This is an optimization exercise on Yosys and OpenROAD, whose aim is small area, not a production implementation.
In this exercise RTL edits were held to simulation tests only and were not proved equivalent to the original.
Power is estimated from default activity; no workload was simulated.

==> flow/design.v <==
`timescale 1ns / 1ps
module Signed_Mult_tap(
   input 	 	[1:0] rxin,		 
	input			[1:0] preamble,	 
	output 	 	[1:0] mult_out_Re, mult_out_Im   
    );
wire cmp1_Re = (rxin[0] == preamble[0]);
wire cmp2_Re = (rxin[1] == preamble[1]);
assign mult_out_Re[0] =  (cmp1_Re == cmp2_Re);
assign mult_out_Re[1] = ~(cmp1_Re |  cmp2_Re);
wire cmp1_Im = (rxin[1] == preamble[0]);
wire cmp2_Im = (rxin[0] == preamble[1]);
assign mult_out_Im[0] = ~(  cmp1_Im == cmp2_Im);
assign mult_out_Im[1] =  ((~cmp1_Im) & cmp2_Im);
endmodule
`timescale 1ns / 1ps
module Delay_reg #(parameter WIDTH = 32)(
	input 	clk,rst,
	input 	ena,
	input 	  [WIDTH - 1:0] dat_in,
	output reg [WIDTH - 1:0] dat_out
    );
always @(posedge clk) begin
	if(rst) 			dat_out <= {WIDTH{1'b0}};
	else if (ena) 	dat_out <= dat_in;	
end
endmodule
`timescale 1ns / 1ps
module Appr_Mag #(parameter WIDTH = 16)(
	input 						clk, rst, ena,
	input 	[WIDTH-1:0] 	real_in, imag_in,
	output	[WIDTH:0]		mag,
	output 						val
    );
reg	[WIDTH-1:0] real_abs, imag_abs;
reg	ena_abs;
always@(posedge clk)
begin	
	if(rst) begin
		ena_abs 	<= 1'b0;
		real_abs <= 0;
		imag_abs	<= 0;
		end
	else if(ena) begin
		ena_abs 	<= 1'b1;
		real_abs <= (real_in[WIDTH-1])? (~real_in + 1'b1): real_in;
		imag_abs	<= (imag_in[WIDTH-1])? (~imag_in + 1'b1): imag_in;
		end
	else ena_abs <= 1'b0;
end
assign	mag 	= (real_abs > imag_abs)? (real_abs + (imag_abs>>1)): (imag_abs + (real_abs>>1));
assign  	val	= ena_abs;
endmodule
`timescale 1ns / 1ps
module Signed_Correlator(
    input 	clk,rst,
	input 	ena,
	input 	[1:0] CR_in,	 
	output   [6:0] CR_out_Re, CR_out_Im
   );
localparam [127:0] SYNCH_KNOWN_COEFF = 128'h25e10b5fe7dea25873fac37d4a4960a8;
wire [1:0] Synch_known_coeff 	 [63:0];  
genvar ci;
generate
   for (ci=0; ci < 64; ci = ci + 1)
   begin: coeff_rom
			assign Synch_known_coeff[ci] = SYNCH_KNOWN_COEFF[2*ci+1:2*ci];
   end
endgenerate
wire 	[1:0] iCR_in = CR_in;
wire 			iena   = ena;
wire [1:0] tap_out_Re 	 [63:0];		
wire [1:0] tap_out_Im 	 [63:0];		
genvar ML_cnt;
generate
   for (ML_cnt=0; ML_cnt < 64; ML_cnt = ML_cnt + 1) 
   begin: ML_assign
			Signed_Mult_tap Signed_Mult_tap_ins(
				.rxin(iCR_in), 	 
				.preamble(Synch_known_coeff[ML_cnt][1:0]),  
				.mult_out_Re(tap_out_Re[ML_cnt]),  
				.mult_out_Im(tap_out_Im[ML_cnt])	 
				);				
   end
endgenerate	
wire [6:0] 	add_out_Re 	 [63:0];		 
wire [6:0] 	add_out_Im 	 [63:0];		 
assign 		add_out_Re[0] = {{5{tap_out_Re[0][1]}}, tap_out_Re[0]};
assign 		add_out_Im[0] = {{5{tap_out_Im[0][1]}}, tap_out_Im[0]};
wire [6:0] reg_out_Re [62:0];			 
wire [6:0] reg_out_Im [62:0];			 
genvar cnt;
generate
   for (cnt=0; cnt < 63; cnt = cnt + 1) 
   begin: AddCmpReg_ins				
			Delay_reg #(.WIDTH(7)) CR_Re_D(
					.clk(clk), 							.rst(rst),						.ena(iena),
					.dat_in(add_out_Re[cnt][6:0]),    		
					.dat_out(reg_out_Re[cnt][6:0])
					);		
			Delay_reg #(.WIDTH(7)) CR_Im_D(
					.clk(clk), 							.rst(rst),						.ena(iena),
					.dat_in(add_out_Im[cnt][6:0]),    		
					.dat_out(reg_out_Im[cnt][6:0])
					);					
			assign add_out_Re[cnt+1] = reg_out_Re[cnt] + {{5{tap_out_Re[cnt+1][1]}}, tap_out_Re[cnt+1]};
			assign add_out_Im[cnt+1] = reg_out_Im[cnt] + {{5{tap_out_Im[cnt+1][1]}}, tap_out_Im[cnt+1]};
   end
endgenerate	
assign CR_out_Re = add_out_Re[63][6:0];		
assign CR_out_Im = add_out_Im[63][6:0];	
endmodule
`timescale 1ns / 1ps
module Fine_Time_Synch(
   input clk, rst,
	input 				cyc_i, 
	input					stb_i,
	output 				ack_o,
	output reg [31:0]	dat_out,
	output reg			cyc_o, stb_o, 
	output				we_o,
	input					ack_i,
	input [31:0] 		dat_in,
	input 				dat_in_val,
	output reg			time_syn_run,	
	output 				out_halt
	);
reg	time_syn_done;	
wire 	fine_Time_ena = dat_in_val & time_syn_run;
reg 	cyc_i_pp;
always @(posedge clk)begin 
	if(rst) cyc_i_pp <= 1'b0;
	else    cyc_i_pp <= cyc_i;
end
always @(posedge clk)begin 
	if(rst) 									time_syn_run <= 1'b0;
	else if (cyc_i & (~cyc_i_pp)) 	time_syn_run <= 1'b1;
	else if (time_syn_done) 			time_syn_run <= 1'b0;
end
wire [1:0]	CR_in  = {dat_in[31], dat_in[15]};
wire [6:0] 	CR_out_Re, CR_out_Im;
Signed_Correlator Signed_Correlator_ins(
	.clk(clk), .rst(rst),
	.ena(fine_Time_ena),
	.CR_in(CR_in),				 
	.CR_out_Re(CR_out_Re), 
	.CR_out_Im(CR_out_Im)
   );
wire [7:0] CR_out_mag;
wire       CR_out_mag_val;
Appr_Mag #(.WIDTH(7)) CR_out_mag_ins(
	.clk(clk),  .rst(rst), .ena(fine_Time_ena),
	.real_in(CR_out_Re), 
	.imag_in(CR_out_Im),
	.mag(CR_out_mag),		
	.val(CR_out_mag_val)	 
    );
reg [6:0] CR_peak_dec_cnt;  
always @(posedge clk)begin 
	if(rst) 										CR_peak_dec_cnt <= 7'd0;
	else if (cyc_i & (~cyc_i_pp)) 		CR_peak_dec_cnt <= 7'd0;
	else if (fine_Time_ena) 				CR_peak_dec_cnt <= CR_peak_dec_cnt + 1'b1;
end
reg CR_peak_dec_ena;
always @(posedge clk)begin 
	if(rst) 										CR_peak_dec_ena <= 1'b0;
	else if (CR_peak_dec_cnt == 7'd63) 	CR_peak_dec_ena <= 1'b1;
	else if (CR_peak_dec_cnt == 7'd127)	CR_peak_dec_ena <= 1'b0;
end
reg [7:0] CR_max;
wire 		 CR_cmp = (CR_max < CR_out_mag);
always @(posedge clk)begin 
	if(rst)										CR_max	<= 8'd0;
	else if (cyc_i & (~cyc_i_pp)) 		CR_max	<= 8'd0;
	else if (CR_peak_dec_ena & CR_cmp) 	CR_max	<= CR_out_mag;
end
reg [5:0] syn_cnt;	 
always @(posedge clk)begin 
	if(rst)												syn_cnt	<= 6'b011111;
	else if (CR_peak_dec_cnt == 7'd63) 			syn_cnt	<= 6'b100000;
	else if (CR_peak_dec_ena & CR_cmp) 			syn_cnt	<= 6'b100000;
	else if (CR_out_mag_val & (syn_cnt[5])) 	syn_cnt	<= syn_cnt + 1'b1;
	else if (~cyc_i) 									syn_cnt	<= 6'b011111;
end
wire syn_dec = (syn_cnt == 6'b111110);
always @(posedge clk)begin 
	if(rst) 										time_syn_done <= 1'b0;
	else if (cyc_i & (~cyc_i_pp))			time_syn_done <= 1'b0;
	else if (syn_dec) 						time_syn_done <= 1'b1;
	else if (~cyc_i & (~dat_in_val) ) 	time_syn_done <= 1'b0;
end
always @(posedge clk)begin 
	if(rst) 	begin
			dat_out <= 32'b0;
			cyc_o	  <= 1'b0;
			stb_o	  <= 1'b0;
			end
	else if ((~out_halt) & time_syn_done) begin
			cyc_o	  <= 1'b1;
			dat_out <= dat_in;
			stb_o	  <= dat_in_val;
			end
	else if (~cyc_i & (~dat_in_val)) 	begin			
			cyc_o	  <= 1'b0;
			stb_o	  <= 1'b0;
			end
end
assign  out_halt 	= stb_o & (~ack_i);
assign  ack_o 		= (cyc_i & stb_i & (~out_halt));
assign  we_o 		= stb_o;
endmodule
==> flow/run.sh <==
#!/bin/bash
# synth_recipe.tcl (not shown) runs the flow's synth.tcl, then flattens the netlist and writes it again
# the make line also repeats each setting of config.mk as NAME=value (left out here)
make -C /OpenROAD-flow-scripts/flow DESIGN_CONFIG=/design/flow/config.mk WORK_HOME=/design/flow/orfs CLKGATE_MAP_FILE= SYNTH_SCRIPT=/design/flow/synth_recipe.tcl finish
==> flow/config.mk <==
export PLATFORM = sky130hd
export DESIGN_NAME = Fine_Time_Synch
export DESIGN_NICKNAME = Fine_Time_Synch
export VERILOG_FILES = /design/flow/design.v
export SDC_FILE = /design/flow/constraint.sdc
export NUM_CORES = 4
export LEC_CHECK = 0
export CAP_MARGIN = 20
export CORE_MARGIN = 2
export CORE_UTILIZATION = 40
export SLEW_MARGIN = 20
==> flow/constraint.sdc <==
create_clock -name core_clock -period 10.0 [get_ports {clk}]
set_input_delay 2.0000 -clock core_clock [delete_from_list [all_inputs] [get_ports {clk}]]
set_output_delay 2.0000 -clock core_clock [all_outputs]
set_load 0.01 [all_outputs]
==> notes.md <==
Worst-Skew Late Latency=0.73 ns; worst-path maximum fanout=35; Critical Path, Cell by Cell=clkdlybuf4s50_1 -> inv_1 -> ha_4 -> inv_4 -> buf_4 -> ha_1 -> inv_1 -> fa_1 -> nor2b_1 -> o21ai_0 -> a21boi_0 -> o21a_1 -> o21ai_0 -> nor3b_1; syn_area_per_cell=8.13 um^2; DR vias=50200; peak per-stage delay on the critical path=0.67 ns; register share of total power=41.5%; final worst path period share=56.0%; initial DRC count=2475; Psw=2.67 mW; Routed Antenna Nets=0; Seq/Total Area, Yosys=30.4%; Combinational Power Share=14.7%; GPL Wtd Cong=0.766; Reg clk slew, reported paths=0.06 ns; first-pass GRT wire length=233000 um; drt pass-1 iters=5; area growth from synthesis to layout=10.0%; Core Box Area=0.154 mm^2; CTS tree=yes; post-DR vias/cell=5.24; gr usage total=17.1%; vias in the first global route=49200; drt wl/cell=14.2 um; Post-Syn Instances=7597; worst slew pin tran=1.06 ns; Post-CTS Setup Bufs=0; CP Launch Type=input pin; EDFF count, synth=0; Clk pwr share=43.9%; antenna cell count=0; clock tree buffer depth=3; CP delay by family, top=buffers and inverters; leakage power=27.6 nW; count of nets after finishing=8397; htree depth=3; CP max-delay cell=clkdlybuf4s50_1; Internal=6.97 mW; Die H=397 um; Worst Clk Skew=0.0170 ns; Final Hold Viols=0; most common cell in the netlist=dfxtp_1; Req. time, crit path=10.61 ns; YS warnings=4; max-cap check violation count=0; Hold Crit Class=reg2reg; Slew Limit Headroom=29.1%; IO Pins=76; Sink Count=936; Unique masters post-synth=66; Die W=397 um; unrepaired setup endpoints after global routing=no; CP endpoint kind=register; die area=0.158 mm^2; Crit path arrival time=6.21 ns; top_reg_cell synth=dfxtp_1; CTS Hold Bufs=0; critical path type=in2reg; Peak Freq=179 MHz; post-synth top area cell=dfxtp_1; Async S/R FF share, synth=0%; outcome=timing/DRC/antenna clean; Post-CTS Resized=0; DP HPWL=83800 um; top cells by area, synth=dfxtp_1 (30%), ha_1 (16%), a21oi_1 (7.3%); DRC viols=0; minimum clock period=5.60 ns; total CTS buffers=112; Rows=144; Final setup viols=0; largest net degree at the start of global routing=241; area share of the largest cell type after synthesis=30.4%; CTS root buf=clkbuf_16; Routed WL=136000 um; P per Cell Area=142 mW/mm^2; buffers and inverters on the worst path=5; Port Buffer Count=75; Slew Limit Fails=0; Syn Nets=8544; share of layout cells above drive strength 1=3.47%; filler cell count=15200; synthesized flop and latch total=936; Core Util, Final=44.2%; initial antenna violation count=0; Initial Utilization=40.2%; GRT Residual Overflow=0; Syn Std Cell Area=0.0617 mm^2; VDD IR-drop max=131 uV; Sum Neg Setup Slack=0 ns; Sw Share=27.7%; commonest cells in the netlist=dfxtp_1 (936), a21oi_1 (906), ha_1 (775)
-- logic make-up (layout without fill, tap and decap cells) --
logic type | after synthesis | after routing | synth area share [%]
buffers and inverters | 1004 | 954 | 6.25
multiplexers | 8 | 8 | 0.134
adder cells (fa/ha/maj) | 909 | 909 | 20.1
flip-flops | 936 | 936 | 30.4
AO/OA/AOI/OAI | 1887 | 1887 | 17.9
AND/OR/NAND/NOR | 2591 | 2591 | 21.6
XOR/XNOR | 262 | 262 | 3.73
-- stage by stage --
step / setup slack (ns) / cells / instance area (um^2) / total power, mW / hold slack [ns]
3_3_place_gp: 3.74 / 9379 / 64100 / 5.47 / 0.441
5_1_grt: 4.14 / 9591 / 67900 / 10.1 / 0.472
4_1_cts: 4.43 / 9590 / 67900 / 9.79 / 0.456
6_report: 4.40 / 9591 / 67900 / 9.64 / 0.454
2_1_floorplan: 1.29 / 7597 / 61700 / 5.15 / 0.436
3_5_place_dp: 3.63 / 9379 / 64100 / 5.50 / 0.447
-- cell type report --
cell class | count | area, um^2 | area share (%)
clock inverter | 33 | 420 | 0.619
timing repair buffer | 118 | 1250 | 1.85
tap | 2044 | 2560 | 3.77
sequential | 936 | 18700 | 27.6
clock buffer | 178 | 3390 | 4.99
inverter | 625 | 2350 | 3.46
multi-input combinational | 5657 | 39200 | 57.7
-- cell usage in the layout (no fill, tap or decap), types with 7 or more instances in the layout --
cell type / n
a211oi_1: 144
a211oi_2: 7
a21boi_0: 11
a21o_1: 137
a21oi_1: 906
and3_1: 113
buf_12: 14
buf_4: 29
bufinv_16: 8
clkbuf_1: 33
clkbuf_16: 113
clkbuf_8: 32
clkdlybuf4s50_1: 74
clkinv_2: 19
dfxtp_1: 936
fa_1: 134
ha_1: 771
inv_1: 620
nand2_1: 708
nand3_1: 130
nand3b_1: 121
nand4b_1: 120
nor2_1: 514
nor2b_1: 243
nor3_1: 364
nor3b_1: 129
o21a_1: 128
o21ai_0: 383
o21bai_1: 124
or4_1: 120
xnor2_1: 252
xor2_1: 9
-- power by group through the flow --
stage | Combinational [mW] | Clock [mW] | Sequential [mW]
detailed placement | 1.42 | 0 | 4.08
floorplan | 1.11 | 0 | 4.04
global route | 1.63 | 4.50 | 4.02
CTS | 1.43 | 4.36 | 4.00
finish | 1.42 | 4.23 | 4.00
global placement | 1.40 | 0 | 4.08
-- path summary, 6_finish.rpt --
check | start | endpoint | slack, ns | cells after the start
max | dat_in[15] | register | 4.40 | 14
min | register | register | 0.45 | 2
max reg2reg | CR_out_mag_ins.imag_abs[2]$_SDFFE_PP0P_ | syn_cnt[1]$_SDFFE_PP1P_ | 5.71 | 15
min reg2reg | register | register | 0.45 | 2
-- sequential cells by signal (all words and copies together), names as in the netlist, 6 cells and up --
name / cells
Signed_Correlator_ins.AddCmpReg_ins.CR_Re_D.dat_out: 431
syn_cnt: 6
Signed_Correlator_ins.AddCmpReg_ins.CR_Im_D.dat_out: 431
CR_out_mag_ins.imag_abs: 7
CR_max: 8
CR_out_mag_ins.real_abs: 7
dat_out: 32
CR_peak_dec_cnt: 7
-- tightest hold or removal path: stages (launching register included) --
cell,delay (ns)
dfxtp_1,0.31
nand2_1,0.05
a21oi_1,0.05
-- routing by layer --
metal	up-vias	wire length (um)	track usage, %
met3	192	3570	2.27
met1	23500	66100	22.1
met4	0	2950	4.29
li1	26100	-	-
met2	441	63200	29.9
met5	-	0	0

-- port drivers added, routing unchanged --
The results above use ideal ports. As a check the final layout listed here was re-extracted and re-timed, cells and wires unchanged. Step 1: set_driving_cell puts a clkbuf_16 on clk and a buf_2 on each other input, an assumption about the parent block. Step 2 times the ports against the registers' clock, not the clock port: input delays grow and output delays shrink by t, the midpoint of the rising clock arrivals with the driver on. a / b / c = ideal / step 1 / step 2; a / b = the first two.
t, ns: 0.793
slack for setup (ns): 4.405 / 4.451 / 3.658
worst setup path at the end: input to register
pins driven straight from the clock port: 1
After both steps this run still meets setup and hold. The setup slack of this run moves by +0.046 ns with the drivers and by -0.747 ns with both steps.
